Context: an optimization exercise on an open-source flow, tuned for small area, a short achievable clock period and few clock cycles. The choices shown serve that exercise and are no tape-out recipe. Where RTL was checked, it was by simulation tests only, not by an equivalence proof against the original. For runs 9 and 10, only the layout was checked, not whether the RTL still works.

==> flow/design.v <==
module SQRT(
	RST,
	CLK,
	IN_VALID,
	IN,
	OUT_VALID,
	OUT
);
input CLK;
input RST;
input [15:0] IN;
input IN_VALID;
output [11:0] OUT;
output OUT_VALID;
reg [3:0] cnt;       
reg ovalid;
reg [13:0] r;        
reg [11:0] q;        
reg [11:0] x;         
assign OUT_VALID = ovalid;
assign OUT = q;
wire busy  = |cnt;
wire start = IN_VALID & ~busy;
wire last  = (cnt == 4'd11);
function [4:0] sqrt_first;
	input [3:0] v;
	reg [1:0] qq;
	reg [2:0] rr;
	reg [4:0] w;
	integer i;
	begin
		qq = 2'd0;
		rr = 3'd0;
		for (i = 1; i >= 0; i = i - 1) begin
			w = {rr, v[2*i+1], v[2*i]};
			if (w >= {1'b0, qq, 2'b01}) begin
				rr = w - {1'b0, qq, 2'b01};
				qq = {qq, 1'b1};
			end else begin
				rr = w[2:0];
				qq = {qq, 1'b0};
			end
		end
		sqrt_first = {qq, rr};
	end
endfunction
wire [4:0] first = sqrt_first(IN[15:12]);
wire        pos = ~r[13];
wire [15:0] a   = {r, x[11:10]};
wire [15:0] op  = {{2{pos}}, q ^ {12{pos}}, 2'b11};
wire [15:0] sum = a + op;
wire        nb  = ~sum[15];
wire [11:0] qinc = q + 12'd1;
always @(posedge CLK or posedge RST) begin
	if (RST) begin
		cnt <= 4'd0;
		ovalid <= 1'b0;
	end else begin
		cnt <= start ? 4'd1 : (last ? 4'd0 : cnt + {3'd0, busy});
		ovalid <= last;
	end
end
always @(posedge CLK) begin
	if (start) begin
		r <= {11'd0, first[2:0]};
		q <= {10'd0, first[4:3]};
		x <= IN[11:0];
	end else begin
		r <= sum[13:0];
		q <= last ? (nb ? qinc : q) : {q[10:0], nb};
		x <= {x[9:0], 2'b00};
	end
end
endmodule
==> flow/flow/run.sh <==
#!/bin/bash
set -euo pipefail
export BUFFER_PORTS_ARGS="-buffer_cell sky130_fd_sc_hd__buf_1"

bash standard.sh synth > standard_synth.log 2>&1

R=orfs/results/$FLOW_PLATFORM/SQRT/base
LIB=$FLOW_HOME/platforms/$FLOW_PLATFORM/lib/sky130_fd_sc_hd__tt_025C_1v80.lib
YOSYS=$(command -v yosys || echo $FLOW_HOME/../tools/install/yosys/bin/yosys)
cp $R/1_2_yosys.v standard_1_2_yosys.v

# sequential and tie cells stay as they are; everything else is re-mapped
SEQ=$(grep -o 'cell *( *"\?sky130_fd_sc_hd__[a-z0-9_]*' $LIB | grep -o 'sky130_fd_sc_hd__[a-z0-9_]*' \
      | grep -E '__(df|edf|sdf|sedf|dlx|dlr|dlclkp|sdlclkp|conb)' | tr '\n' ' ')
DU=$(grep -o 'sky130_fd_sc_hd__\(lpflow\|probe\)[a-z0-9_]*' $LIB | sort -u | sed 's/^/-dont_use /' | tr '\n' ' ')
cat > remap.ys <<EOT
read_liberty -ignore_miss_func $LIB
blackbox $SEQ
read_verilog standard_1_2_yosys.v
hierarchy -top $FLOW_TOP
flatten
opt_clean
stat
abc -liberty $LIB -script flow/remap.abc $DU
hilomap -singleton -hicell sky130_fd_sc_hd__conb_1 HI -locell sky130_fd_sc_hd__conb_1 LO
insbuf -buf sky130_fd_sc_hd__buf_4 A X
opt_clean -purge
stat -liberty $LIB
write_verilog -noattr -nohex -nodec remapped.v
EOT
$YOSYS -l remap.log remap.ys > /dev/null 2>&1
cp remapped.v $R/1_2_yosys.v

bash standard.sh > standard.log 2>&1
==> flow/flow/remap.abc <==
strash; dch; map -D 1800; topo; stime -c; buffer -c; upsize -c; dnsize -c; stime -c
==> flow/standard.sh <==
#!/bin/bash
# synth_recipe.tcl (not shown) runs the flow's synth.tcl, then flattens the netlist and writes it again
# the make line also repeats each setting of config.mk as NAME=value (left out here)
make -C /OpenROAD-flow-scripts/flow DESIGN_CONFIG=/design/flow/config.mk WORK_HOME=/design/flow/orfs CLKGATE_MAP_FILE= SYNTH_SCRIPT=/design/flow/synth_recipe.tcl "${@:-finish}"
==> flow/config.mk <==
export PLATFORM = sky130hd
export DESIGN_NAME = SQRT
export DESIGN_NICKNAME = SQRT
export VERILOG_FILES = /design/flow/design.v
export SDC_FILE = /design/flow/constraint.sdc
export NUM_CORES = 4
export LEC_CHECK = 0
export CAP_MARGIN = 20
export CORE_MARGIN = 2
export CORE_UTILIZATION = 40
export SETUP_SLACK_MARGIN = 2.3
export SLEW_MARGIN = 20
==> flow/constraint.sdc <==
create_clock -name core_clock -period 5.0 [get_ports {CLK}]
set_input_delay 1.0000 -clock core_clock [delete_from_list [all_inputs] [get_ports {CLK}]]
set_output_delay 1.0000 -clock core_clock [all_outputs]
set_load 0.01 [all_outputs]
==> flow_metrics.env, run 1 <==
export IMPL_dr_pass1_iters=4
export IMPL_crit_fanout=12
export IMPL_grt_max_degree=26
export IMPL_htreeDepth=2
export IMPL_routedWlPerCell_um=11.6
export IMPL_avgViaCountPerCell=4.60
export IMPL_min_delay_start="x[3]"
export IMPL_critPathKind="reg -> reg"
export IMPL_rr_worst_depth=15
export IMPL_drt_first_iter_violations=84
export IMPL_holdPathEnd="x[5]"
export IMPL_cts_tree="built"
export IMPL_vias=2083
export IMPL_post_route_min_period_ps=2500
export IMPL_hp_class="reg -> reg"
export IMPL_insertion_delay_ps=300
export IMPL_utilization=0.354
export IMPL_hold_buffers=0
export IMPL_fmax_ghz=0.400
export IMPL_antenna_found_initial=0
export IMPL_syn_nets=448
export IMPL_mostFrequentLayoutCell="nand2_1"
export IMPL_rsz0062_at_grt="true"
export IMPL_start_util=0.415
export IMPL_numCtsBuffers=5
export IMPL_setup_slack_ps=2500
export IMPL_fin_nets=369
export IMPL_area_delta_synth_final_pct=-14.9
export IMPL_required_ps=5200
export IMPL_critPathSlowestCell="dfxtp_4"
export IMPL_synth_avg_cell_area_um2=7.52
export IMPL_status="timing/DRC/antenna clean"
export IMPL_tightest_slew_ps=747
export IMPL_overflow=0
export IMPL_gp_congestion=0.829
export IMPL_final_max_slew_viol_count=0
export IMPL_die_h_um=93.8
export IMPL_rows=32
export IMPL_tns_ps=0
export IMPL_yosysWarnings=1
export IMPL_grt_pass1_wl_um=9060
export IMPL_maxSlewHeadroom=0.501
export IMPL_crit_chain="buf_4 -> xnor2_2 -> nand2_2 -> inv_2 -> nor2_1 -> nand4_1 -> o22ai_4 -> nand2_2 -> nor2_2 -> a21boi_2 -> inv_2 -> nand2_4 -> nor2_8 -> nand3_2 -> a32o_1"
export IMPL_hold_ws_ps=435
export IMPL_drive_gt1_frac=0.128
export IMPL_clock_sinks=43
export IMPL_grt_use_total=0.131
export IMPL_worstSetupStartpointType="flop"
export IMPL_clockRootBuffer="clkbuf_8"
export IMPL_io_pins=32
export IMPL_place_ws_ps=1970
export IMPL_setup_violations=0
export IMPL_fill_cells=844
export IMPL_fin_crit_sh=0.500
export IMPL_r2r_start="r[13]"
export IMPL_cp_end_kind="flop"
export IMPL_clk_pin_slew_worst_paths_ps=90
export IMPL_io_buffers=31
export IMPL_slowest_delay_ps=430
export IMPL_dpl_hpwl_um=3980
export IMPL_grt_pass1_vias=1996
export IMPL_synthCells=429
export IMPL_reg2reg_to="q[8]"
export IMPL_skew_ps=3.86
export IMPL_die_area_um2=8800
export IMPL_r2r_slack_ps=2500
export IMPL_core_um2=7770
export IMPL_hold_viol=0
export IMPL_ant_nets=0
export IMPL_clockBufferDepth=2
export IMPL_max_cap_violations=0
export IMPL_antennaDiodeCount=0
export IMPL_final_cell_mix="66 x nand2_1, 43 x nor2_1, 37 x inv_1"
export IMPL_min_path_cells=2
export IMPL_syn_area_um2=3230
export IMPL_startpoint="r[13]"
export IMPL_drc=0
export IMPL_die_w_um=93.8
export IMPL_wl_um=5260
export IMPL_crit_arrival_ps=2700
[sequential cells by signal (all words and copies together) (netlist names)]
name / count
q: 12
cnt: 4
x: 12
ovalid: 1
r: 14
[worst max-delay path by stage]
stage	to	slack (ps)	cells past startpoint
after global routing	q[8]	2290	15
after detailed placement	q[0]	1970	14
final	q[8]	2500	15
after global placement	q[0]	1970	14
after CTS	q[0]	2450	14
after floorplan	q[8]	2630	18
[worst max-delay path, delay by kind of cell, from the launching register on]
family	cells	cell delay, ps
AO/OA/AOI/OAI	3	570
AND/OR/NAND/NOR	8	930
XOR/XNOR	1	140
buffers and inverters	3	320
flip-flops	1	430
[routing by layer]
metal	global-route usage	vias to the layer above	routed length, µm
li1	-	1093	-
met2	0.213	34	2480
met5	0	-	0
met4	0.0556	0	90
met3	0.0249	7	173
met1	0.171	949	2510
[layout make-up]
class	count	area, µm²	area share
clock buffer	6	93.8	0.0342
multi-input combinational	223	1280	0.466
timing repair buffer	36	166	0.0606
tap	102	128	0.0464
inverter	41	154	0.0560
clock inverter	2	13.8	0.00501
sequential	43	911	0.332
[through the flow]
step | area (µm²) | cells
after floorplan | 3230 | 429
after global placement | 2580 | 441
after detailed placement | 2580 | 441
after CTS | 2690 | 449
after global routing | 2750 | 453
final | 2750 | 453
[what timing repair did]
| action | 4_1_cts | 5_1_grt |
|---|---|---|
| cloned | 0 | 0 |
| setup buffers | 0 | 4 |
| resized for setup | 2 | 3 |
| endpoints found under the setup margin | 13 | 7 |
Testbench counts, summed over its fixed seeds: cycles 48,008.
==> run 2, diff against run 1 <==
--- a/flow/flow/run.sh
+++ b/flow/flow/run.sh
@@ -21,2 +21,3 @@
 flatten
+rename -hide w:*.*
 opt_clean
@@ -24,5 +25,6 @@
 abc -liberty $LIB -script flow/remap.abc $DU
+splitnets
+opt_clean -purge
 hilomap -singleton -hicell sky130_fd_sc_hd__conb_1 HI -locell sky130_fd_sc_hd__conb_1 LO
 insbuf -buf sky130_fd_sc_hd__buf_4 A X
-opt_clean -purge
 stat -liberty $LIB
==> run 2 against run 1 <==
  * Register-to-register slack better by 30 ps
  * Synthesized cell count fell by 27%
  * First-iteration DRC count is 9.5% lower
  * Die area is 26% lower
==> flow_metrics.env, run 2 <==
export IMPL_max_cap_violations=0
export IMPL_grt_pass1_vias=1902
export IMPL_reg2reg_to="q[8]"
export IMPL_fill_cells=586
export IMPL_insertion_delay_ps=290
export IMPL_clockRootBuffer="clkbuf_8"
export IMPL_die_w_um=80.7
export IMPL_rows=27
export IMPL_grt_pass1_wl_um=8550
export IMPL_io_pins=32
export IMPL_holdPathEnd="x[2]"
export IMPL_hold_viol=0
export IMPL_met1_usage=0.229
export IMPL_wl_um=4960
export IMPL_cp_depth=16
export IMPL_clock_sinks=43
export IMPL_grt_use_total=0.168
export IMPL_status="timing/DRC/antenna clean"
export IMPL_setup_violations=0
export IMPL_grt_max_degree=26
export IMPL_maxSlewHeadroom=0.532
export IMPL_syn_area_um2=2360
export IMPL_dpl_hpwl_um=3740
export IMPL_vias=1997
export IMPL_antennaDiodeCount=0
export IMPL_drive_gt1_frac=0.112
export IMPL_min_delay_start="x[0]"
export IMPL_rr_worst_depth=16
export IMPL_post_route_min_period_ps=2470
export IMPL_routedWlPerCell_um=11.8
export IMPL_crit_arrival_ps=2660
export IMPL_htreeDepth=2
export IMPL_cp_top_family="simple AND/OR/NAND/NOR gates"
export IMPL_clk_pin_slew_worst_paths_ps=80
export IMPL_crit_chain="inv_1 -> nand2_1 -> nand2_1 -> inv_1 -> nor2_1 -> nor2_1 -> nand4_1 -> o22ai_4 -> nand2_2 -> nor2_2 -> a21boi_2 -> inv_2 -> nand2_4 -> nor2_8 -> nand3_2 -> a32o_1"
export IMPL_final_max_slew_viol_count=0
export IMPL_skew_ps=6.70
export IMPL_antenna_found_initial=0
export IMPL_met3_usage=0.0289
export IMPL_r2r_slack_ps=2530
export IMPL_fin_nets=367
export IMPL_fmax_ghz=0.405
export IMPL_critPathSlowestCell="dfxtp_1"
export IMPL_fin_crit_sh=0.494
export IMPL_hold_ws_ps=429
export IMPL_grt_busiest_layer="met2"
export IMPL_critPathKind="reg -> reg"
export IMPL_gp_congestion=0.862
export IMPL_syn_nets=332
export IMPL_seqCellArea_um2=910
export IMPL_cp_buffers_inverters=3
export IMPL_min_path_cells=2
export IMPL_cts_tree="built"
export IMPL_worstSetupStartpointType="flop"
export IMPL_multiInputGateArea_um2=1270
export IMPL_cp_end_kind="flop"
export IMPL_synthCells=313
export IMPL_place_ws_ps=2050
export IMPL_avgViaCountPerCell=4.74
export IMPL_area_delta_synth_final_pct=12.6
export IMPL_crit_fanout=6
export IMPL_ant_nets=0
export IMPL_hp_class="reg -> reg"
export IMPL_overflow=0
export IMPL_slowest_delay_ps=490
export IMPL_met2_usage=0.273
export IMPL_setup_slack_ps=2530
export IMPL_final_cell_mix="66 x nand2_1, 43 x nor2_1, 37 x inv_1"
export IMPL_r2r_start="q[2]"
export IMPL_clockBufferDepth=2
export IMPL_synth_avg_cell_area_um2=7.53
export IMPL_largest_register_ffs=14
export IMPL_yosysWarnings=1
export IMPL_drt_first_iter_violations=76
export IMPL_die_area_um2=6520
export IMPL_tightest_slew_ps=700
export IMPL_drc=0
export IMPL_io_buffers=31
export IMPL_required_ps=5190
export IMPL_top_regs="r: 14 flops, q: 12 flops, x: 12 flops"
export IMPL_rsz0062_at_grt="false"
export IMPL_start_util=0.420
export IMPL_dr_pass1_iters=5
export IMPL_die_h_um=80.7
export IMPL_top_register="r"
export IMPL_mostFrequentLayoutCell="nand2_1"
export IMPL_tns_ps=0
export IMPL_numCtsBuffers=5
export IMPL_core_um2=5610
-- run 2: changes by cell type in the layout (fill, tap and decap cells not counted), sizes merged --
cell    change
buf         -2
clkinv      -1
clkbuf      +1
-- run 2: cell type report --
cell class,count,share of cell area
Clock buffer,7,0.0325
Tap cell,72,0.0339
Timing Repair Buffer,34,0.0523
Clock inverter,1,0.00189
Inverter,41,0.0580
Sequential cell,43,0.343
Multi-Input combinational cell,223,0.479
-- run 2: how the worst max path moves through the flow --
stage,start,end,slack [ps]
final,q[2],q[8],2530
after floorplan,r[13],q[8],2350
after global routing,q[2],q[11],2310
after CTS,r[13],q[8],2370
after global placement,r[13],q[11],2120
after detailed placement,r[13],q[8],2050
-- run 2: what timing repair did --
action                                  4_1_cts  5_1_grt
cloned                                        0        0
endpoints found under the setup margin       12       11
resized for setup                             1        1
setup buffers                                 0        2
endpoints found under the hold margin         0        0
hold buffers                                  0        0
-- run 2: metrics by stage --
| stage | std cells | area [µm²] | utilization |
|---|---|---|---|
| global route | 421 | 2650 | 0.473 |
| CTS | 419 | 2640 | 0.470 |
| floorplan | 313 | 2360 | - |
| detailed placement | 411 | 2540 | 0.454 |
| global placement | 411 | 2540 | 0.454 |
| finish | 421 | 2650 | 0.473 |
-- run 2: worst min-delay path: cells and delay by family, from the launching register on --
family | cells | cell delay, ps
flip-flops | 1 | 310
AND/OR/NAND/NOR | 2 | 90
-- run 2: metal layers --
metal  routed length (µm)  vias up
met5                    0        -
met4                    8        0
met3                  221        2
met2                 2200       40
met1                 2520      869
li1                     -     1086
==> run 3, diff against run 2 <==
--- a/flow/config.mk
+++ b/flow/config.mk
@@ -10,3 +10,3 @@
 export CORE_UTILIZATION = 40
-export SETUP_SLACK_MARGIN = 2.3
+export SETUP_SLACK_MARGIN = 2.6
 export SLEW_MARGIN = 20
==> run 3 against run 2 <==
  * Critical endpoint unchanged
  * Highest routed layer unchanged
  * Hold slack lost 1.1 ps
  * Cell count up 2.4%
  * Setup slack improved by 30 ps
  * Clock skew shrank 2.3 ps
  * First-iteration DRC count increased by 55%
  * Count of clock-buffer cells in the layout shrank 1
  * Via count rose by 4.9%
  * Synthesized area did not move
==> flow_metrics.env, run 3 <==
export IMPL_utilization=0.503
export IMPL_r2r_start="r[13]"
export IMPL_tns_ps=0
export IMPL_slowest_delay_ps=390
export IMPL_final_max_slew_viol_count=0
export IMPL_clock_sinks=43
export IMPL_routedWlPerCell_um=11.9
export IMPL_largest_register_ffs=14
export IMPL_place_area_um2=2550
export IMPL_die_w_um=80.7
export IMPL_top_register="r"
export IMPL_die_area_um2=6520
export IMPL_critPathSlowestCell="dfxtp_4"
export IMPL_syn_nets=332
export IMPL_dr_pass1_iters=4
export IMPL_die_h_um=80.7
export IMPL_crit_fanout=7
export IMPL_antenna_found_initial=0
export IMPL_crit_chain="buf_8 -> buf_6 -> xnor2_4 -> xnor2_4 -> nor3_4 -> nand3_2 -> o21ai_1 -> nand3_1 -> a21boi_4 -> inv_2 -> nand2_4 -> nor2_8 -> nand3_2 -> a32o_1"
export IMPL_place_ws_ps=2370
export IMPL_met1_usage=0.234
export IMPL_grt_max_degree=26
export IMPL_grt_pass1_vias=1966
export IMPL_fmax_ghz=0.410
export IMPL_hold_viol=0
export IMPL_worstSetupStartpointType="flop"
export IMPL_met2_usage=0.259
export IMPL_drive_gt1_frac=0.167
export IMPL_seqCellArea_um2=912
export IMPL_hp_class="reg -> reg"
export IMPL_skew_ps=4.41
export IMPL_drt_first_iter_violations=118
export IMPL_max_cap_violations=0
export IMPL_start_util=0.420
export IMPL_yosysWarnings=1
export IMPL_fin_nets=377
export IMPL_setup_violations=0
export IMPL_insertion_delay_ps=290
export IMPL_overflow=0
export IMPL_drc=0
export IMPL_required_ps=5190
export IMPL_crit_arrival_ps=2630
export IMPL_mostFrequentLayoutCell="nand2_1"
export IMPL_htreeDepth=2
export IMPL_gp_congestion=0.807
export IMPL_cts_tree="built"
export IMPL_maxSlewHeadroom=0.669
export IMPL_numCtsBuffers=5
export IMPL_antennaDiodeCount=0
export IMPL_synthCells=313
export IMPL_reg2reg_to="q[8]"
export IMPL_setup_slack_ps=2560
export IMPL_grt_busiest_layer="met2"
export IMPL_rows=27
export IMPL_io_buffers=31
export IMPL_grt_pass1_wl_um=8750
export IMPL_rr_worst_depth=14
export IMPL_io_pins=32
export IMPL_clockRootBuffer="clkbuf_8"
export IMPL_top_regs="r: 14 flops, q: 12 flops, x: 12 flops"
export IMPL_grt_use_total=0.169
export IMPL_status="timing/DRC/antenna clean"
export IMPL_fill_cells=559
export IMPL_critPathKind="reg -> reg"
export IMPL_cp_buffers_inverters=3
export IMPL_crit_end="q[8]"
export IMPL_fin_area_um2=2820
export IMPL_clockBufferDepth=2
export IMPL_synth_avg_cell_area_um2=7.53
export IMPL_fin_crit_sh=0.488
export IMPL_multiInputGateArea_um2=1340
export IMPL_rsz0062_at_grt="true"
export IMPL_final_cell_mix="65 x nand2_1, 41 x nor2_1, 37 x inv_1"
export IMPL_dpl_hpwl_um=3660
export IMPL_avgViaCountPerCell=4.86
export IMPL_hold_buffers=0
export IMPL_vias=2095
export IMPL_met3_usage=0.0378
export IMPL_r2r_slack_ps=2560
export IMPL_cp_end_kind="flop"
export IMPL_startpoint="r[13]"
export IMPL_core_um2=5610
export IMPL_ant_nets=0
export IMPL_clk_pin_slew_worst_paths_ps=90
export IMPL_syn_area_um2=2360
export IMPL_post_route_min_period_ps=2440
export IMPL_area_delta_synth_final_pct=19.7
export IMPL_cp_top_family="simple AND/OR/NAND/NOR gates"
export IMPL_tightest_slew_ps=495
export IMPL_wl_um=5130
export IMPL_cp_depth=14
[run 3: cell type report]
cell class,instances,area share
well taps,72,0.0319
clock buffers,6,0.0257
flip-flops and latches,43,0.323
multi-input cells,223,0.476
inverters,41,0.0546
clock inverters,2,0.00444
repair buffers,44,0.0843
[run 3: per-stage QoR]
step	hold slack, ps	instances
after global routing	443	431
final	428	431
after detailed placement	410	412
after floorplan	403	313
after global placement	407	412
after CTS	429	424
[run 3: worst min-delay path, cell delays in order, from the launching register on]
cell and delay, ps:
dfxtp_1 310, nand2_1 40, nand2_1 50
[run 3: timing repair]
action | 4_1_cts | 5_1_grt
endpoints found under the setup margin | 11 | 11
hold endpoints to repair | 0 | 0
buffers inserted | 4 | 7
pin swaps | 0 | 9
resized for setup | 3 | 18
[run 3: worst min-delay path by stage]
| stage | to | start | slack [ps] | cells past startpoint |
|---|---|---|---|---|
| 2_1_floorplan | x[10] | x[8] | 400 | 2 |
| 3_3_place_gp | x[9] | x[7] | 410 | 2 |
| 3_5_place_dp | x[4] | x[2] | 410 | 2 |
| 4_1_cts | x[4] | x[2] | 430 | 2 |
| 5_1_grt | x[4] | x[2] | 440 | 2 |
| 6_report | x[4] | x[2] | 430 | 2 |
[run 3: metal layers]
layer | share of wire | wire length, µm
met1 | 0.48 | 2450
met2 | 0.44 | 2280
met3 | 0.058 | 296
met4 | 0.021 | 109
met5 | 0 | 0
==> run 4, diff against run 3 <==
==> flow/flow/remap.abc (replaced) <==
strash; dch; map -D 1400; topo; stime -c; buffer -c; upsize -c; dnsize -c; stime -c
--- a/flow/config.mk
+++ b/flow/config.mk
@@ -10,3 +10,3 @@
 export CORE_UTILIZATION = 40
-export SETUP_SLACK_MARGIN = 2.6
+export SETUP_SLACK_MARGIN = 2.3
 export SLEW_MARGIN = 20
==> run 4 against run 3 <==
  * Sequential share of layout area rose by 0.66 points
  * Core utilization is 3.9 points lower
  * Design area down 2.7%
  * Critical path type unchanged
  * Largest cell class unchanged
==> flow_metrics.env, run 4 <==
export IMPL_hold_ws_ps=427
export IMPL_dpl_hpwl_um=3900
export IMPL_io_pins=32
export IMPL_avgViaCountPerCell=4.86
export IMPL_synthCells=326
export IMPL_post_route_min_period_ps=2360
export IMPL_numCtsBuffers=5
export IMPL_start_util=0.415
export IMPL_rsz0062_at_grt="false"
export IMPL_crit_fanout=14
export IMPL_yosysWarnings=1
export IMPL_place_ws_ps=2090
export IMPL_crit_chain="buf_4 -> xnor2_1 -> nand2_1 -> inv_1 -> nor2_4 -> nand2_2 -> o31ai_2 -> nand3_2 -> nand2_2 -> nand2_1 -> o21ai_0 -> o22ai_1"
export IMPL_final_cell_mix="76 x nand2_1, 43 x nor2_1, 36 x dfxtp_1"
export IMPL_wl_met3_um=212
export IMPL_slowest_delay_ps=330
export IMPL_utilization=0.464
export IMPL_insertion_delay_ps=300
export IMPL_fill_cells=632
export IMPL_tns_ps=0
export IMPL_die_area_um2=6780
export IMPL_overflow=0
export IMPL_area_delta_synth_final_pct=11.8
export IMPL_largest_register_ffs=14
export IMPL_dr_pass1_iters=4
export IMPL_mostFrequentLayoutCell="nand2_1"
export IMPL_critPathKind="reg -> reg"
export IMPL_multiInputGateArea_um2=1370
export IMPL_syn_area_um2=2460
export IMPL_fin_area_um2=2750
export IMPL_cts_tree="built"
export IMPL_fin_nets=380
export IMPL_top_regs="r: 14 flops, q: 12 flops, x: 12 flops"
export IMPL_grt_max_degree=29
export IMPL_setup_slack_ps=2640
export IMPL_clock_sinks=43
export IMPL_grt_pass1_vias=1849
export IMPL_top_register="r"
export IMPL_gp_congestion=0.863
export IMPL_vias=2125
export IMPL_drc=0
export IMPL_skew_ps=4.66
export IMPL_status="timing/DRC/antenna clean"
export IMPL_critPathSlowestCell="buf_4"
export IMPL_final_max_slew_viol_count=0
export IMPL_core_um2=5920
export IMPL_cts_setup_buffers=0
export IMPL_cp_end_kind="flop"
export IMPL_place_area_um2=2660
export IMPL_maxSlewHeadroom=0.652
export IMPL_clk_pin_slew_worst_paths_ps=80
export IMPL_rows=28
export IMPL_fin_crit_sh=0.472
export IMPL_tightest_slew_ps=521
export IMPL_wl_um=5150
export IMPL_grt_use_total=0.166
export IMPL_routedWlPerCell_um=11.8
export IMPL_clockRootBuffer="clkbuf_8"
export IMPL_routed_wl_met2_um=2260
export IMPL_setup_violations=0
export IMPL_clockBufferDepth=2
export IMPL_top_layer_used="met4"
export IMPL_drt_first_iter_violations=85
export IMPL_ant_nets=0
export IMPL_crit_arrival_ps=2550
export IMPL_synth_avg_cell_area_um2=7.53
export IMPL_drive_gt1_frac=0.135
export IMPL_antennaDiodeCount=0
export IMPL_hp_class="reg -> reg"
export IMPL_die_h_um=82.4
export IMPL_fmax_ghz=0.424
export IMPL_required_ps=5190
export IMPL_antenna_found_initial=0
export IMPL_seqCellArea_um2=906
export IMPL_syn_nets=345
export IMPL_max_cap_violations=0
export IMPL_die_w_um=82.4
export IMPL_hold_viol=0
export IMPL_htreeDepth=2
export IMPL_worstSetupStartpointType="flop"
export IMPL_grt_pass1_wl_um=8580
export IMPL_io_buffers=31
export IMPL_m1WireLength_um=2610
## run 4: worst paths after layout
path	startpoint	slack, ps	endpoint	cells after the start
max	r[13]	2640	q[10]	12
min	x[5]	430	x[7]	2
max reg2reg	r[13]	2640	q[10]	12
min reg2reg	x[5]	430	x[7]	2
max in group asynchronous	RST	4270	cnt[0]	2
min in group asynchronous	RST	560	ovalid	2
## run 4: what timing repair did
item | in CTS | in global routing
resized for setup | 0 | 1
endpoints found under the setup margin | 0 | 1
hold buffers | 0 | 0
## run 4: critical path: cells and delay by family (launching register included)
kind / cells / cell delay, ps
buffers and inverters: 2 / 410
and+or+nand+nor: 6 / 850
xor gates and xnor gates: 1 / 160
AOI/OAI and AO/OA: 3 / 510
DFF: 1 / 310
## run 4: layer usage
| layer | vias to the layer above | GRT usage |
|---|---|---|
| met2 | 27 | 0.241 |
| li1 | 1140 | - |
| met3 | 5 | 0.0413 |
| met4 | 0 | 0.0450 |
| met1 | 953 | 0.243 |
| met5 | - | 0 |
## run 4: cell type report
type / count / share of cell area
sequential: 43 / 0.330
clock inverter: 2 / 0.00456
timing repair buffer: 33 / 0.0479
inverter: 40 / 0.0597
tap: 75 / 0.0342
clock buffer: 6 / 0.0264
multi-input combinational: 238 / 0.497
## run 4: stage by stage
stage	cells
final	437
after global placement	429
after global routing	437
after detailed placement	429
after CTS	437
after floorplan	326
==> run 5, diff against run 4 <==
==> flow/flow/remap.abc (replaced) <==
strash; dch; map -D 1600; topo; stime -c; buffer -c; upsize -c; dnsize -c; stime -c
==> run 5 against run 4 <==
  * Maximum frequency down 0.96%
  * Synthesized area fell by 4.9%
  * Clock skew up 6.2 ps
  * Sequential cell count stayed put
  * Hold slack lost 12 ps
==> flow_metrics.env, run 5 <==
export IMPL_place_inst=419
export IMPL_largest_register_ffs=14
export IMPL_met1_usage=0.239
export IMPL_top_register="r"
export IMPL_startpoint="q[0]"
export IMPL_drt_first_iter_violations=88
export IMPL_layout_cells_non_filler=427
export IMPL_worstSetupStartpointType="flop"
export IMPL_antenna_found_initial=0
export IMPL_area_delta_synth_final_pct=13.9
export IMPL_rsz0062_at_grt="false"
export IMPL_start_util=0.419
export IMPL_status="timing/DRC/antenna clean"
export IMPL_die_area_um2=6460
export IMPL_required_ps=5190
export IMPL_core_um2=5570
export IMPL_grt_pass1_wl_um=8370
export IMPL_place_ws_ps=2090
export IMPL_rr_worst_depth=16
export IMPL_maxSlewHeadroom=0.689
export IMPL_synth_avg_cell_area_um2=7.27
export IMPL_fin_nets=373
export IMPL_tightest_slew_ps=464
export IMPL_hp_class="reg -> reg"
export IMPL_grt_max_degree=30
export IMPL_r2r_start="q[0]"
export IMPL_wl_um=4880
export IMPL_mostFrequentLayoutCell="nand2_1"
export IMPL_clock_sinks=43
export IMPL_avgViaCountPerCell=4.81
export IMPL_grt_busiest_layer="met2"
export IMPL_cts_tree="built"
export IMPL_crit_arrival_ps=2570
export IMPL_final_max_slew_viol_count=0
export IMPL_r2r_slack_ps=2620
export IMPL_cp_end_kind="flop"
export IMPL_gp_congestion=0.831
export IMPL_syn_nets=340
export IMPL_rows=27
export IMPL_io_buffers=31
export IMPL_die_h_um=80.4
export IMPL_grt_use_total=0.168
export IMPL_ant_nets=0
export IMPL_setup_violations=0
export IMPL_io_pins=32
export IMPL_fill_cells=595
export IMPL_htreeDepth=2
export IMPL_clockRootBuffer="clkbuf_8"
export IMPL_numCtsBuffers=5
export IMPL_vias=2055
export IMPL_met3_usage=0.0427
export IMPL_dr_pass1_iters=4
export IMPL_drc=0
export IMPL_drive_gt1_frac=0.104
export IMPL_clk_pin_slew_worst_paths_ps=90
export IMPL_yosysWarnings=1
export IMPL_routedWlPerCell_um=11.4
export IMPL_fin_crit_sh=0.476
export IMPL_critPathKind="reg -> reg"
export IMPL_dpl_hpwl_um=3740
export IMPL_synthCells=321
export IMPL_fmax_ghz=0.420
export IMPL_syn_area_um2=2330
export IMPL_tns_ps=0
export IMPL_die_w_um=80.4
export IMPL_antennaDiodeCount=0
export IMPL_top_regs="r: 14 flops, q: 12 flops, x: 12 flops"
export IMPL_hold_viol=0
export IMPL_grt_pass1_vias=1841
export IMPL_post_route_min_period_ps=2380
export IMPL_insertion_delay_ps=300
export IMPL_final_cell_mix="69 x nand2_1, 47 x nor2_1, 35 x inv_1, 35 x dfxtp_1, 31 x buf_1"
export IMPL_max_cap_violations=0
export IMPL_crit_fanout=7
export IMPL_reg2reg_to="q[8]"
export IMPL_clockBufferDepth=2
export IMPL_setup_slack_ps=2620
export IMPL_overflow=0
export IMPL_met2_usage=0.248
export IMPL_crit_end="q[8]"
export IMPL_skew_ps=10.8
export IMPL_hold_buffers=0
## run 5: repair_timing
action	in CTS	in global routing
buffers inserted	0	0
gates resized for setup	1	2
hold endpoints to repair	0	0
setup endpoints to repair	8	6
## run 5: per-stage QoR
| step | hold slack [ps] | utilization | area [µm²] |
|---|---|---|---|
| final | 415 | 0.477 | 2660 |
| after global routing | 458 | 0.477 | 2660 |
| after CTS | 428 | 0.476 | 2650 |
| after detailed placement | 407 | 0.452 | 2520 |
| after global placement | 407 | 0.452 | 2520 |
| after floorplan | 403 | - | 2330 |
## run 5: final cells by class
cell class                      instances  area (µm²)  share of cell area
Clock buffer                            6        93.8              0.0353
Clock inverter                          2        37.5              0.0141
Timing Repair Buffer                   32         124              0.0466
Sequential cell                        43         910               0.342
Tap cell                               72        90.1              0.0339
Inverter                               41         158              0.0593
Multi-Input combinational cell        231        1250               0.469
## run 5: layer usage
layer	up-vias	wire, µm
li1	1116	-
met4	0	60
met2	28	2090
met3	6	220
met1	905	2510
met5	-	0
## run 5: critical path: stages (launching register included)
cell and delay (ps):
edfxtp_1 500, xnor2_2 190, and2_4 150, nor2_4 80, nand2_2 90, a21boi_4 140, nor2_2 60, o22ai_2 170
nand2_2 110, nor2_2 110, nand2_2 90, nand2_4 140, nand2_4 80, nor3_2 140, nand2_1 70, nand3_1 90
nand2_1 60
## run 5: worst min-delay path by stage
stage,from,to,slack [ps],cells after the start
floorplan,x[8],x[10],400,2
global placement,x[2],x[4],410,2
detailed placement,x[8],x[10],410,2
CTS,x[8],x[10],430,2
global route,x[0],x[2],460,2
finish,x[8],x[10],410,2
==> run 6, diff against run 5 <==
--- a/flow/config.mk
+++ b/flow/config.mk
@@ -9,3 +9,3 @@
 export CORE_MARGIN = 2
-export CORE_UTILIZATION = 40
+export CORE_UTILIZATION = 50
 export SETUP_SLACK_MARGIN = 2.3
==> run 6 against run 5 <==
  * Register-to-register slack lost 40 ps
  * Still clean
  * Maximum frequency shrank 1.5%
  * Wire length shrank 3.2%
  * Setup slack lost 35 ps
  * Critical endpoint is now q[0]
  * Largest cell class unchanged
  * Sequential share of layout area grew 0.28 points
==> flow_metrics.env, run 6 <==
export IMPL_status="timing/DRC/antenna clean"
export IMPL_hp_class="reg -> reg"
export IMPL_final_max_slew_viol_count=0
export IMPL_rr_worst_depth=7
export IMPL_yosysWarnings=1
export IMPL_synthCells=321
export IMPL_r2r_slack_ps=2580
export IMPL_min_path_cells=2
export IMPL_rows=24
export IMPL_required_ps=5040
export IMPL_slowest_delay_ps=610
export IMPL_clock_sinks=43
export IMPL_crit_chain="xnor2_1 -> nor2_1 -> nor2_1 -> a311oi_2 -> a21boi_1 -> a21boi_1 -> o221ai_1"
export IMPL_vias=2070
export IMPL_largest_register_ffs=14
export IMPL_antennaDiodeCount=0
export IMPL_grt_use_total=0.200
export IMPL_antenna_found_initial=0
export IMPL_drive_gt1_frac=0.104
export IMPL_io_buffers=31
export IMPL_avgViaCountPerCell=5.07
export IMPL_area_delta_synth_final_pct=12.7
export IMPL_syn_area_um2=2330
export IMPL_grt_max_degree=30
export IMPL_die_h_um=72.3
export IMPL_crit_fanout=14
export IMPL_min_delay_start="x[3]"
export IMPL_cts_resized=1
export IMPL_io_pins=32
export IMPL_setup_violations=0
export IMPL_syn_nets=340
export IMPL_critPathKind="reg -> reg"
export IMPL_fin_nets=374
export IMPL_fin_area_um2=2630
export IMPL_wl_um=4730
export IMPL_final_cell_mix="69 x nand2_1, 47 x nor2_1, 35 x inv_1, 35 x dfxtp_1, 31 x buf_1"
export IMPL_start_util=0.529
export IMPL_fmax_ghz=0.414
export IMPL_multiInputGateArea_um2=1250
export IMPL_fill_cells=423
export IMPL_clockBufferDepth=2
export IMPL_reg2reg_to="q[0]"
export IMPL_htreeDepth=2
export IMPL_tightest_slew_ps=442
export IMPL_crit_arrival_ps=2450
export IMPL_routedWlPerCell_um=11.6
export IMPL_maxSlewHeadroom=0.704
export IMPL_numCtsBuffers=5
export IMPL_mostFrequentLayoutCell="nand2_1"
export IMPL_die_area_um2=5230
export IMPL_top_register="r"
export IMPL_worstSetupStartpointType="flop"
export IMPL_seqCellArea_um2=907
export IMPL_clk_pin_slew_worst_paths_ps=90
export IMPL_hold_viol=0
export IMPL_gp_congestion=0.874
export IMPL_top_regs="r: 14 flops, q: 12 flops, x: 12 flops"
export IMPL_post_route_min_period_ps=2420
export IMPL_dr_pass1_iters=4
export IMPL_cp_buffers_inverters=0
export IMPL_tns_ps=0
export IMPL_cp_end_kind="flop"
export IMPL_place_area_um2=2500
export IMPL_holdPathEnd="x[5]"
export IMPL_insertion_delay_ps=290
export IMPL_drt_first_iter_violations=89
export IMPL_hold_buffers=0
export IMPL_skew_ps=6.91
export IMPL_grt_pass1_wl_um=8290
export IMPL_max_cap_violations=0
export IMPL_cts_setup_buffers=0
export IMPL_fin_crit_sh=0.483
export IMPL_overflow=0
export IMPL_synth_avg_cell_area_um2=7.27
export IMPL_grt_pass1_vias=1890
export IMPL_core_um2=4410
export IMPL_drc=0
export IMPL_ant_nets=0
export IMPL_cts_tree="built"
export IMPL_dpl_hpwl_um=3570
export IMPL_r2r_start="r[13]"
export IMPL_die_w_um=72.3
export IMPL_clockRootBuffer="clkbuf_8"
export IMPL_cp_top_family="compound AO/OA/AOI/OAI gates"
export IMPL_critPathSlowestCell="dfxtp_2"
export IMPL_rsz0062_at_grt="false"
==> run 6: cell type report <==
cell class	count	area share
well taps	52	0.0247
repair buffers	33	0.0499
clock inverters	1	0.00285
inverters	41	0.0585
clock buffers	7	0.0452
multi-input cells	231	0.474
flip-flops and latches	43	0.345
==> run 6: metal layers <==
layer  global-route usage  up-vias  routed length [µm]
met3               0.0417        5                 172
li1                     -     1114                   -
met4               0.0692        0                  59
met2                0.322       36                2140
met1                0.267      915                2360
met5                    0        -                   0
==> run 6: tightest hold or removal path: cells and delay by family, from the launching register on <==
family / cells / cell delay (ps)
AND/OR/NAND/NOR: 2 / 90
flip-flops: 1 / 310
==> run 6: worst max-delay path by stage <==
stage,slack (ps),from,to,depth (start not counted)
finish,2580,r[13],q[0],7
global route,2310,r[13],q[11],14
CTS,2570,r[13],q[8],16
detailed placement,2290,r[13],q[8],15
global placement,2350,r[13],q[8],15
floorplan,2670,r[13],q[0],7
==> run 6: metrics by stage <==
step           instances  hold WS, ps  utilization  worst slack (ps)
5_1_grt              408          448        0.596              2310
2_1_floorplan        321          403            -              2670
4_1_cts              408          435        0.596              2570
3_3_place_gp         400          406        0.567              2350
6_report             408          429        0.596              2580
3_5_place_dp         400          412        0.567              2290
==> run 7, diff against run 6 <==
--- a/flow/config.mk
+++ b/flow/config.mk
@@ -9,4 +9,4 @@
 export CORE_MARGIN = 2
-export CORE_UTILIZATION = 50
-export SETUP_SLACK_MARGIN = 2.3
+export CORE_UTILIZATION = 40
+export SETUP_SLACK_MARGIN = 2.0
 export SLEW_MARGIN = 20
==> run 7 against run 6 <==
  * Register-to-register slack got worse by 30 ps
  * Maximum frequency decreased by 5.1%
  * Wire length increased by 3.3%
  * Clock skew increased by 2.8 ps
  * Core utilization decreased by 12 points
  * Setup slack got worse by 130 ps
  * Cell count increased by 4.7%
  * Largest cell class unchanged
  * Via count decreased by 1.0%
==> flow_metrics.env, run 7 <==
export IMPL_cts_setup_buffers=0
export IMPL_grt_pass1_vias=1841
export IMPL_core_um2=5570
export IMPL_critPathSlowestCell="clkinv_1"
export IMPL_insertion_delay_ps=300
export IMPL_dpl_hpwl_um=3740
export IMPL_cts_tree="built"
export IMPL_drc=0
export IMPL_required_ps=5140
export IMPL_rr_worst_depth=17
export IMPL_syn_area_um2=2330
export IMPL_cp_depth=7
export IMPL_routedWlPerCell_um=11.4
export IMPL_die_area_um2=6460
export IMPL_place_inst=419
export IMPL_io_buffers=31
export IMPL_syn_nets=340
export IMPL_fmax_ghz=0.393
export IMPL_layout_cells_non_filler=427
export IMPL_antennaDiodeCount=0
export IMPL_clockRootBuffer="clkbuf_8"
export IMPL_crit_arrival_ps=2680
export IMPL_tightest_slew_ps=475
export IMPL_critPathKind="in -> reg"
export IMPL_top_regs="r: 14 flops, q: 12 flops, x: 12 flops"
export IMPL_final_max_slew_viol_count=0
export IMPL_drt_first_iter_violations=83
export IMPL_start_util=0.419
export IMPL_cp_buffers_inverters=4
export IMPL_slowest_delay_ps=470
export IMPL_avgViaCountPerCell=4.80
export IMPL_crit_chain="buf_1 -> nand2_1 -> buf_4 -> clkinv_1 -> nor2_1 -> inv_1 -> o221ai_1"
export IMPL_fill_cells=598
export IMPL_gp_congestion=0.831
export IMPL_grt_pass1_wl_um=8370
export IMPL_area_delta_synth_final_pct=13.7
export IMPL_status="timing/DRC/antenna clean"
export IMPL_mostFrequentLayoutCell="nand2_1"
export IMPL_die_h_um=80.4
export IMPL_crit_fanout=29
export IMPL_dr_pass1_iters=4
export IMPL_synth_avg_cell_area_um2=7.27
export IMPL_antenna_found_initial=0
export IMPL_maxSlewHeadroom=0.681
export IMPL_fin_nets=373
export IMPL_drive_gt1_frac=0.101
export IMPL_overflow=0
export IMPL_cp_top_family="buffers and inverters"
export IMPL_htreeDepth=2
export IMPL_hp_class="reg -> reg"
export IMPL_grt_max_degree=30
export IMPL_grt_use_total=0.168
export IMPL_rsz0062_at_grt="false"
export IMPL_worstSetupStartpointType="primary input"
export IMPL_post_route_min_period_ps=2550
export IMPL_max_cap_violations=0
export IMPL_cp_end_kind="flop"
export IMPL_fin_crit_sh=0.509
export IMPL_min_path_cells=2
export IMPL_top_register="r"
export IMPL_cts_resized=0
export IMPL_clockBufferDepth=2
export IMPL_clk_pin_slew_worst_paths_ps=90
export IMPL_clock_sinks=43
export IMPL_yosysWarnings=1
export IMPL_final_cell_mix="69 x nand2_1, 47 x nor2_1, 35 x inv_1, 35 x dfxtp_1, 31 x buf_1"
export IMPL_numCtsBuffers=5
export IMPL_largest_register_ffs=14
export IMPL_vias=2049
export IMPL_skew_ps=9.70
export IMPL_rows=27
export IMPL_top_layer_used="met4"
export IMPL_hold_viol=0
export IMPL_ant_nets=0
export IMPL_setup_violations=0
export IMPL_wl_met3_um=195
export IMPL_io_pins=32
export IMPL_wl_um=4880
export IMPL_m1WireLength_um=2560
export IMPL_tns_ps=0
export IMPL_hold_buffers=0
export IMPL_die_w_um=80.4
export IMPL_routed_wl_met2_um=2070
export IMPL_synthCells=321
-- run 7: layout make-up --
type / count / area (µm²) / share of cell area
multi-input combinational: 231 / 1250 / 0.470
sequential: 43 / 907 / 0.342
inverter: 41 / 154 / 0.0580
timing repair buffer: 32 / 124 / 0.0467
clock buffer: 6 / 93.8 / 0.0354
tap: 72 / 90.1 / 0.0339
clock inverter: 2 / 37.5 / 0.0141
-- run 7: per-layer routing --
metal | vias to the layer above | global-route usage
met5 | - | 0
met4 | 0 | 0.0508
met3 | 6 | 0.0427
met2 | 32 | 0.248
met1 | 893 | 0.239
li1 | 1118 | -
-- run 7: per-stage QoR --
stage	utilization	hold slack [ps]	setup WS [ps]	cell area (µm²)
floorplan	-	403	2670	2330
global placement	0.452	407	2160	2520
detailed placement	0.452	407	2090	2520
CTS	0.476	428	2210	2650
global route	0.476	458	2220	2650
finish	0.476	415	2450	2650
-- run 7: path summary, 6_finish.rpt --
path	slack, ps	end	start
max in group asynchronous	4270	cnt[2]	RST
worst max-delay path	2450	q[0]	IN_VALID
worst min-delay path	420	x[10]	x[8]
worst max register to register	2550	q[8]	r[13]
min in group asynchronous	550	cnt[0]	RST
worst min register to register	420	x[10]	x[8]
-- run 7: tightest hold or removal path, stage by stage (launching register included) --
cell and delay, ps:
dfxtp_1 310, nand2_1 40, nand2_1 50
==> run 8, diff against run 7 <==
--- a/flow/config.mk
+++ b/flow/config.mk
@@ -10,3 +10,3 @@
 export CORE_UTILIZATION = 40
-export SETUP_SLACK_MARGIN = 2.0
+export SETUP_SLACK_MARGIN = 2.45
 export SLEW_MARGIN = 20
==> run 8 against run 7 <==
  * Critical path depth rose by 1
  * Still clean on timing, DRC and antenna
  * Design area rose by 2.2%
  * Global-route usage did not move
  * Hold slack barely moved
  * Die area did not move
  * Critical path type is now reg -> reg
  * Register-to-register slack improved by 70 ps
  * Via count rose by 1.9%
==> flow_metrics.env, run 8 <==
export IMPL_grt_max_degree=30
export IMPL_final_max_slew_viol_count=0
export IMPL_crit_chain="buf_4 -> xnor2_1 -> nor2_1 -> nor2_1 -> a311oi_2 -> a21boi_1 -> a21boi_1 -> o221ai_1"
export IMPL_die_w_um=80.4
export IMPL_yosysWarnings=1
export IMPL_htreeDepth=2
export IMPL_crit_arrival_ps=2420
export IMPL_cp_buffers_inverters=1
export IMPL_multiInputGateArea_um2=1250
export IMPL_die_h_um=80.4
export IMPL_drt_first_iter_violations=71
export IMPL_place_inst=419
export IMPL_mostFrequentLayoutCell="nand2_1"
export IMPL_final_cell_mix="69 x nand2_1, 47 x nor2_1, 35 x inv_1"
export IMPL_worstSetupStartpointType="flop"
export IMPL_area_delta_synth_final_pct=16.1
export IMPL_cp_top_family="compound AO/OA/AOI/OAI gates"
export IMPL_drc=0
export IMPL_crit_fanout=12
export IMPL_insertion_delay_ps=300
export IMPL_tightest_slew_ps=456
export IMPL_clockRootBuffer="clkbuf_8"
export IMPL_synth_avg_cell_area_um2=7.27
export IMPL_utilization=0.486
export IMPL_start_util=0.419
export IMPL_avgViaCountPerCell=4.82
export IMPL_synthCells=321
export IMPL_critPathKind="reg -> reg"
export IMPL_dr_pass1_iters=5
export IMPL_tns_ps=0
export IMPL_die_area_um2=6460
export IMPL_io_buffers=31
export IMPL_syn_nets=340
export IMPL_routedWlPerCell_um=11.5
export IMPL_status="timing/DRC/antenna clean"
export IMPL_overflow=0
export IMPL_largest_register_ffs=14
export IMPL_rsz0062_at_grt="false"
export IMPL_drive_gt1_frac=0.125
export IMPL_maxSlewHeadroom=0.695
export IMPL_top_regs="r: 14 flops, q: 12 flops, x: 12 flops"
export IMPL_slowest_delay_ps=420
export IMPL_io_pins=32
export IMPL_core_um2=5570
export IMPL_max_cap_violations=0
export IMPL_cts_tree="built"
export IMPL_grt_use_total=0.168
export IMPL_clk_pin_slew_worst_paths_ps=90
export IMPL_wl_um=4990
export IMPL_clock_sinks=43
export IMPL_layout_cells_non_filler=433
export IMPL_dpl_hpwl_um=3740
export IMPL_setup_violations=0
export IMPL_skew_ps=10.1
export IMPL_clockBufferDepth=2
export IMPL_fmax_ghz=0.419
export IMPL_hold_viol=0
export IMPL_gp_congestion=0.831
export IMPL_critPathSlowestCell="dfxtp_4"
export IMPL_required_ps=5030
export IMPL_post_route_min_period_ps=2380
export IMPL_ant_nets=0
export IMPL_fin_nets=379
export IMPL_grt_pass1_wl_um=8370
export IMPL_hold_buffers=0
export IMPL_antenna_found_initial=0
export IMPL_fill_cells=589
export IMPL_syn_area_um2=2330
export IMPL_vias=2088
export IMPL_hp_class="reg -> reg"
export IMPL_rows=27
export IMPL_cp_end_kind="flop"
export IMPL_top_register="r"
export IMPL_grt_pass1_vias=1841
export IMPL_antennaDiodeCount=0
export IMPL_fin_crit_sh=0.477
export IMPL_seqCellArea_um2=911
export IMPL_numCtsBuffers=5
run 8: final cells by class:
cell class                      count  area share
Timing Repair Buffer               38      0.0623
Multi-Input combinational cell    231       0.463
Clock inverter                      2      0.0138
Tap cell                           72      0.0332
Sequential cell                    43       0.336
Inverter                           41      0.0572
Clock buffer                        6      0.0346
run 8: per-stage QoR:
stage / setup slack (ps) / instance area [µm²] / hold slack [ps]
final: 2620 / 2710 / 415
after global routing: 2450 / 2710 / 458
after CTS: 2530 / 2660 / 428
after detailed placement: 2090 / 2520 / 407
after global placement: 2160 / 2520 / 407
after floorplan: 2670 / 2330 / 403
run 8: tightest hold or removal path, delay by kind of cell, from the launching register on:
kind | cells | cell delay, ps
DFF | 1 | 310
and+or+nand+nor | 2 | 90
run 8: worst paths after layout:
check                           slack, ps  start     end  depth (start not counted)
worst min register to register        420   x[8]   x[10]                          2
worst max-delay path                 2620  r[13]    q[0]                          8
worst max register to register       2620  r[13]    q[0]                          8
max in group asynchronous            4270    RST  cnt[2]                          2
worst min-delay path                  420   x[8]   x[10]                          2
min in group asynchronous             550    RST  cnt[0]                          2
run 8: repair_timing:
action | CTS | global route
endpoints found under the setup margin | 13 | 11
pin swaps | 0 | 0
cloned | 0 | 0
setup buffers | 0 | 6
gates resized for setup | 2 | 3
hold endpoints to repair | 0 | 0
run 8: per-layer routing:
metal,vias to the layer above,global-route usage,part of all wire
met1,914,0.239,0.51
met4,0,0.0508,0.012
li1,1128,-,-
met5,-,0,0
met2,40,0.248,0.43
met3,6,0.0427,0.044
==> run 9, diff against run 8 <==
--- a/flow/design.v
+++ b/flow/design.v
@@ -48,6 +48,6 @@
 wire        pos = ~r[13];
-wire [15:0] a   = {r, x[11:10]};
-wire [15:0] op  = {{2{pos}}, q ^ {12{pos}}, 2'b11};
-wire [15:0] sum = a + op;
-wire        nb  = ~sum[15];
+wire [14:0] a   = {r[12:0], x[11:10]};
+wire [14:0] op  = {pos, q ^ {12{pos}}, 2'b11};
+wire [14:0] sum = a + op;
+wire        nb  = ~sum[14];
 wire [11:0] qinc = q + 12'd1;
--- a/flow/config.mk
+++ b/flow/config.mk
@@ -10,3 +10,3 @@
 export CORE_UTILIZATION = 40
-export SETUP_SLACK_MARGIN = 2.45
+export SETUP_SLACK_MARGIN = 2.3
 export SLEW_MARGIN = 20
==> run 9 against run 8 <==
  * Still clean on timing, DRC and antenna
  * Die area up 6.9%
  * Register-to-register slack worse by 80 ps
  * Wire length up 1.7%
==> flow_metrics.env, run 9 <==
export IMPL_die_area_um2=6910
export IMPL_fin_crit_sh=0.493
export IMPL_vias=2112
export IMPL_overflow=0
export IMPL_status="timing/DRC/antenna clean"
export IMPL_die_h_um=83.1
export IMPL_top_regs="r: 14 flops, q: 12 flops, x: 12 flops"
export IMPL_synthCells=327
export IMPL_mostFrequentLayoutCell="nand2_1"
export IMPL_setup_slack_ps=2530
export IMPL_grt_pass1_wl_um=8600
export IMPL_antennaDiodeCount=0
export IMPL_drive_gt1_frac=0.162
export IMPL_hold_viol=0
export IMPL_final_max_slew_viol_count=0
export IMPL_rows=28
export IMPL_insertion_delay_ps=300
export IMPL_yosysWarnings=1
export IMPL_die_w_um=83.1
export IMPL_clk_pin_slew_worst_paths_ps=90
export IMPL_grt_pass1_vias=1946
export IMPL_ant_nets=0
export IMPL_fin_nets=382
export IMPL_hp_class="reg -> reg"
export IMPL_grt_use_total=0.152
export IMPL_post_route_min_period_ps=2470
export IMPL_cp_end_kind="flop"
export IMPL_skew_ps=6.90
export IMPL_io_buffers=31
export IMPL_drc=0
export IMPL_syn_area_um2=2500
export IMPL_syn_nets=346
export IMPL_start_util=0.418
export IMPL_required_ps=5190
export IMPL_utilization=0.474
export IMPL_clock_sinks=43
export IMPL_crit_fanout=8
export IMPL_antenna_found_initial=0
export IMPL_wl_um=5070
export IMPL_fmax_ghz=0.406
export IMPL_rsz0062_at_grt="false"
export IMPL_place_ws_ps=2150
export IMPL_maxSlewHeadroom=0.364
export IMPL_gp_congestion=0.816
export IMPL_routedWlPerCell_um=11.6
export IMPL_drt_first_iter_violations=78
export IMPL_crit_arrival_ps=2660
export IMPL_clockRootBuffer="clkbuf_8"
export IMPL_area_delta_synth_final_pct=13.4
export IMPL_largest_register_ffs=14
export IMPL_htreeDepth=2
export IMPL_top_register="r"
export IMPL_tightest_slew_ps=951
export IMPL_worstSetupStartpointType="flop"
export IMPL_tns_ps=0
export IMPL_max_cap_violations=0
export IMPL_grt_max_degree=30
export IMPL_io_pins=32
export IMPL_clockBufferDepth=2
export IMPL_numCtsBuffers=5
export IMPL_synth_avg_cell_area_um2=7.66
export IMPL_critPathKind="reg -> reg"
export IMPL_cts_tree="built"
export IMPL_core_um2=5990
export IMPL_setup_violations=0
export IMPL_avgViaCountPerCell=4.81
export IMPL_dr_pass1_iters=4
export IMPL_final_cell_mix="63 x nand2_1, 37 x inv_1, 35 x dfxtp_1"
export IMPL_dpl_hpwl_um=3880
run 9: worst paths after layout:
path | start | endpoint | slack [ps] | depth (start not counted)
max | r[13] | q[11] | 2530 | 15
min | x[4] | x[6] | 430 | 2
max reg2reg | r[13] | q[11] | 2530 | 15
min reg2reg | x[4] | x[6] | 430 | 2
max in group asynchronous | RST | ovalid | 4300 | 2
min in group asynchronous | RST | cnt[3] | 540 | 2
run 9: per-stage QoR:
step	std cells	cell area, µm²	hold WS [ps]
floorplan	327	2500	403
global placement	428	2700	406
detailed placement	428	2700	410
CTS	436	2810	431
global route	439	2840	442
finish	439	2840	430
run 9: critical path: stages (launching register included):
cell,delay (ps)
dfxtp_4,470
buf_6,210
xnor2_1,170
nor2_2,80
o21ai_1,180
nor2_1,90
a22oi_4,170
nand3_2,100
nand3_2,90
a21o_4,130
nand2_4,60
nor3_4,190
buf_4,180
nand3_1,70
nand3_1,80
o211ai_1,100
run 9: area by class of cell:
cell class                 count  area, µm²
multi-input combinational    229       1380
clock inverter                 3       47.5
sequential                    43        910
clock buffer                   5       68.8
fill                         591       3150
timing repair buffer          37        165
inverter                      47        176
tap                           75       93.8
run 9: what timing repair did:
item	CTS	global route
setup endpoints to repair	10	11
pin swaps	0	1
gates resized for setup	1	2
hold buffers	0	0
setup buffers	0	3
cloned	0	0
run 9: layer usage:
layer / vias up / part of all wire / global-route usage
met5: - / 0 / 0
met4: 0 / 0.015 / 0.0581
met3: 8 / 0.044 / 0.0388
met2: 30 / 0.44 / 0.235
met1: 939 / 0.50 / 0.205
li1: 1135 / - / -
==> run 10, diff against run 9 <==
==> flow/design.v (replaced) <==
module SQRT(
	RST,
	CLK,
	IN_VALID,
	IN,
	OUT_VALID,
	OUT
);
input CLK;
input RST;
input [15:0] IN;
input IN_VALID;
output [11:0] OUT;
output OUT_VALID;
reg [3:0] cnt;       
reg ovalid;
reg [13:0] r;        
reg [11:0] q;        
reg [9:0] x;         
assign OUT_VALID = ovalid;
assign OUT = q;
wire busy  = |cnt;
wire start = IN_VALID & ~busy;
wire last  = (cnt == 4'd10);
function [6:0] sqrt_first;
	input [5:0] v;
	reg [2:0] qq;
	reg [3:0] rr;
	reg [5:0] w;
	integer i;
	begin
		qq = 3'd0;
		rr = 4'd0;
		for (i = 2; i >= 0; i = i - 1) begin
			w = {rr, v[2*i+1], v[2*i]};
			if (w >= {1'b0, qq, 2'b01}) begin
				rr = w - {1'b0, qq, 2'b01};
				qq = {qq, 1'b1};
			end else begin
				rr = w[3:0];
				qq = {qq, 1'b0};
			end
		end
		sqrt_first = {qq, rr};
	end
endfunction
wire [6:0] first = sqrt_first(IN[15:10]);
wire        pos = ~r[13];
wire [15:0] a   = {r, x[9:8]};
wire [15:0] op  = {{2{pos}}, q ^ {12{pos}}, 2'b11};
wire [15:0] sum = a + op;
wire        nb  = ~sum[15];
wire [11:0] qinc = q + 12'd1;
always @(posedge CLK or posedge RST) begin
	if (RST) begin
		cnt <= 4'd0;
		ovalid <= 1'b0;
	end else begin
		cnt <= start ? 4'd1 : (last ? 4'd0 : cnt + {3'd0, busy});
		ovalid <= last;
	end
end
always @(posedge CLK) begin
	if (start) begin
		r <= {10'd0, first[3:0]};
		q <= {9'd0, first[6:4]};
		x <= IN[9:0];
	end else begin
		r <= sum[13:0];
		q <= last ? (nb ? qinc : q) : {q[10:0], nb};
		x <= {x[7:0], 2'b00};
	end
end
endmodule
==> run 10 against run 9 <==
  * Wire length is 6.2% higher
  * Sequential cell count is 2 lower
  * Count of clock-buffer cells in the layout is 2 higher
==> flow_metrics.env, run 10 <==
export IMPL_grt_max_degree=24
export IMPL_syn_area_um2=2540
export IMPL_drt_first_iter_violations=61
export IMPL_cts_tree="built"
export IMPL_fin_area_um2=2910
export IMPL_antennaDiodeCount=0
export IMPL_slowest_delay_ps=540
export IMPL_routedWlPerCell_um=12.0
export IMPL_place_area_um2=2730
export IMPL_drive_gt1_frac=0.170
export IMPL_top_regs="r: 14 flops, q: 12 flops, x: 10 flops"
export IMPL_hp_class="reg -> reg"
export IMPL_dpl_hpwl_um=4070
export IMPL_layout_cells_non_filler=447
export IMPL_overflow=0
export IMPL_die_w_um=83.8
export IMPL_final_cell_mix="51 x nand2_1, 44 x nor2_1, 35 x inv_1"
export IMPL_cp_end_kind="flop"
export IMPL_cp_buffers_inverters=2
export IMPL_io_buffers=31
export IMPL_max_cap_violations=0
export IMPL_start_util=0.408
export IMPL_gp_congestion=0.823
export IMPL_grt_use_total=0.163
export IMPL_mostFrequentLayoutCell="nand2_1"
export IMPL_core_um2=6240
export IMPL_crit_chain="inv_4 -> nand2_4 -> a21o_1 -> nand2_2 -> nor2_4 -> a31oi_2 -> a21boi_2 -> nand2_2 -> o21ai_2 -> inv_2 -> a21oi_1 -> or2_1 -> nand2_1 -> nand3_1"
export IMPL_status="timing/DRC/antenna clean"
export IMPL_dr_pass1_iters=4
export IMPL_clockBufferDepth=2
export IMPL_antenna_found_initial=0
export IMPL_utilization=0.466
export IMPL_clock_sinks=41
export IMPL_grt_pass1_wl_um=9320
export IMPL_die_area_um2=7020
export IMPL_hold_buffers=0
export IMPL_grt_pass1_vias=2148
export IMPL_numCtsBuffers=5
export IMPL_htreeDepth=2
export IMPL_area_delta_synth_final_pct=14.2
export IMPL_wl_um=5390
export IMPL_rsz0062_at_grt="false"
export IMPL_rows=29
export IMPL_drc=0
export IMPL_avgViaCountPerCell=4.91
export IMPL_required_ps=5030
export IMPL_crit_arrival_ps=2520
export IMPL_vias=2197
export IMPL_synthCells=333
export IMPL_crit_top_cell="nand2_2"
export IMPL_worstSetupStartpointType="flop"
export IMPL_largest_register_ffs=14
export IMPL_syn_nets=352
export IMPL_die_h_um=83.8
export IMPL_critPathSlowestCell="edfxtp_1"
export IMPL_fin_nets=388
export IMPL_fin_crit_sh=0.499
export IMPL_io_pins=32
export IMPL_cp_top_family="simple AND/OR/NAND/NOR gates"
export IMPL_skew_ps=5.25
export IMPL_post_route_min_period_ps=2500
export IMPL_tns_ps=0
export IMPL_top_register="r"
export IMPL_crit_fanout=6
export IMPL_seqCellArea_um2=880
export IMPL_multiInputGateArea_um2=1450
export IMPL_final_max_slew_viol_count=0
export IMPL_synth_avg_cell_area_um2=7.64
export IMPL_place_inst=435
export IMPL_insertion_delay_ps=300
export IMPL_maxSlewHeadroom=0.746
export IMPL_fill_cells=653
export IMPL_hold_viol=0
export IMPL_tightest_slew_ps=379
export IMPL_ant_nets=0
export IMPL_clk_pin_slew_worst_paths_ps=80
export IMPL_fmax_ghz=0.401
export IMPL_clockRootBuffer="clkbuf_8"
export IMPL_yosysWarnings=1
export IMPL_critPathKind="reg -> reg"
export IMPL_setup_violations=0
-- run 10: worst reg2reg max path, delay by kind of cell (launching register included) --
family,cells,cell delay (ps)
AO/OA/AOI/OAI,5,700
flip-flops,1,540
buffers and inverters,2,200
AND/OR/NAND/NOR,7,790
-- run 10: final timing paths --
kind	from	endpoint	slack [ps]	cells past startpoint
min in group asynchronous	RST	cnt[3]	560	2
min reg2reg	x[0]	x[2]	430	2
min	x[0]	x[2]	430	2
max in group asynchronous	RST	cnt[0]	4280	2
max	q[0]	q[2]	2500	14
max reg2reg	q[0]	q[2]	2500	14
-- run 10: cell type report --
type | instances | area share
Sequential cell | 41 | 0.303
Clock buffer | 7 | 0.0370
Inverter | 45 | 0.0599
Clock inverter | 1 | 0.00258
Tap cell | 77 | 0.0332
Multi-Input combinational cell | 238 | 0.498
Timing Repair Buffer | 38 | 0.0668
-- run 10: routing by layer --
layer	vias up	GRT usage	share of wire
met4	0	0.0601	0.018
met1	990	0.202	0.47
li1	1166	-	-
met2	32	0.281	0.48
met5	-	0	0
met3	9	0.0297	0.028
-- run 10: per-stage QoR --
step	setup WS, ps	hold slack (ps)
2_1_floorplan	2600	403
3_3_place_gp	2270	410
3_5_place_dp	2210	407
4_1_cts	2470	428
5_1_grt	2320	460
6_report	2500	427
-- run 10: timing repair --
action / 4_1_cts / 5_1_grt
pin swaps: 0 / 0
setup endpoints to repair: 5 / 4
endpoints found under the hold margin: 0 / 0
setup buffers: 0 / 4
gates resized for setup: 1 / 0

what the ideal ports hide:
No port has a modelled driver above. Below, the same layouts with a new extraction and two added sets of constraints.
Step 1, drivers: a clkbuf_16 drives CLK and a buf_2 each remaining input, both assumed.
Step 2 times the ports against the registers' clock, not the clock port: input delays grow and output delays shrink by t, the midpoint of the rising clock arrivals with the driver on.
Three values: no drivers, after step 1, after step 2; two values: the first two.
| run | t (ns) | setup slack, ns | worst register clock-pin slew, ns | cell pins on the clock port's net |
|---|---|---|---|---|
| run 1 | 0.328 | 2.502 / 2.502 / 2.241 | 0.09 / 0.09 | 1 |
| run 2 | 0.310 | 2.530 / 2.530 / 2.303 | 0.08 / 0.08 | 1 |
| run 3 | 0.316 | 2.560 / 2.560 / 2.560 | 0.09 / 0.09 | 1 |
| run 4 | 0.326 | 2.641 / 2.641 / 2.470 | 0.08 / 0.08 | 1 |
| run 5 | 0.327 | 2.618 / 2.618 / 2.318 | 0.09 / 0.09 | 1 |
| run 6 | 0.320 | 2.583 / 2.583 / 2.488 | 0.09 / 0.09 | 1 |
| run 7 | 0.326 | 2.453 / 2.463 / 2.137 | 0.09 / 0.09 | 1 |
| run 8 | 0.326 | 2.615 / 2.615 / 2.390 | 0.09 / 0.09 | 1 |
| run 9 | 0.329 | 2.534 / 2.534 / 2.443 | 0.09 / 0.09 | 1 |
| run 10 | 0.322 | 2.504 / 2.504 / 2.224 | 0.08 / 0.08 | 1 |
After both steps every run listed still meets setup and hold. For run 7, which loses most, drivers alone change the setup slack by +0.010 ns; drivers and shift together by -0.316 ns.
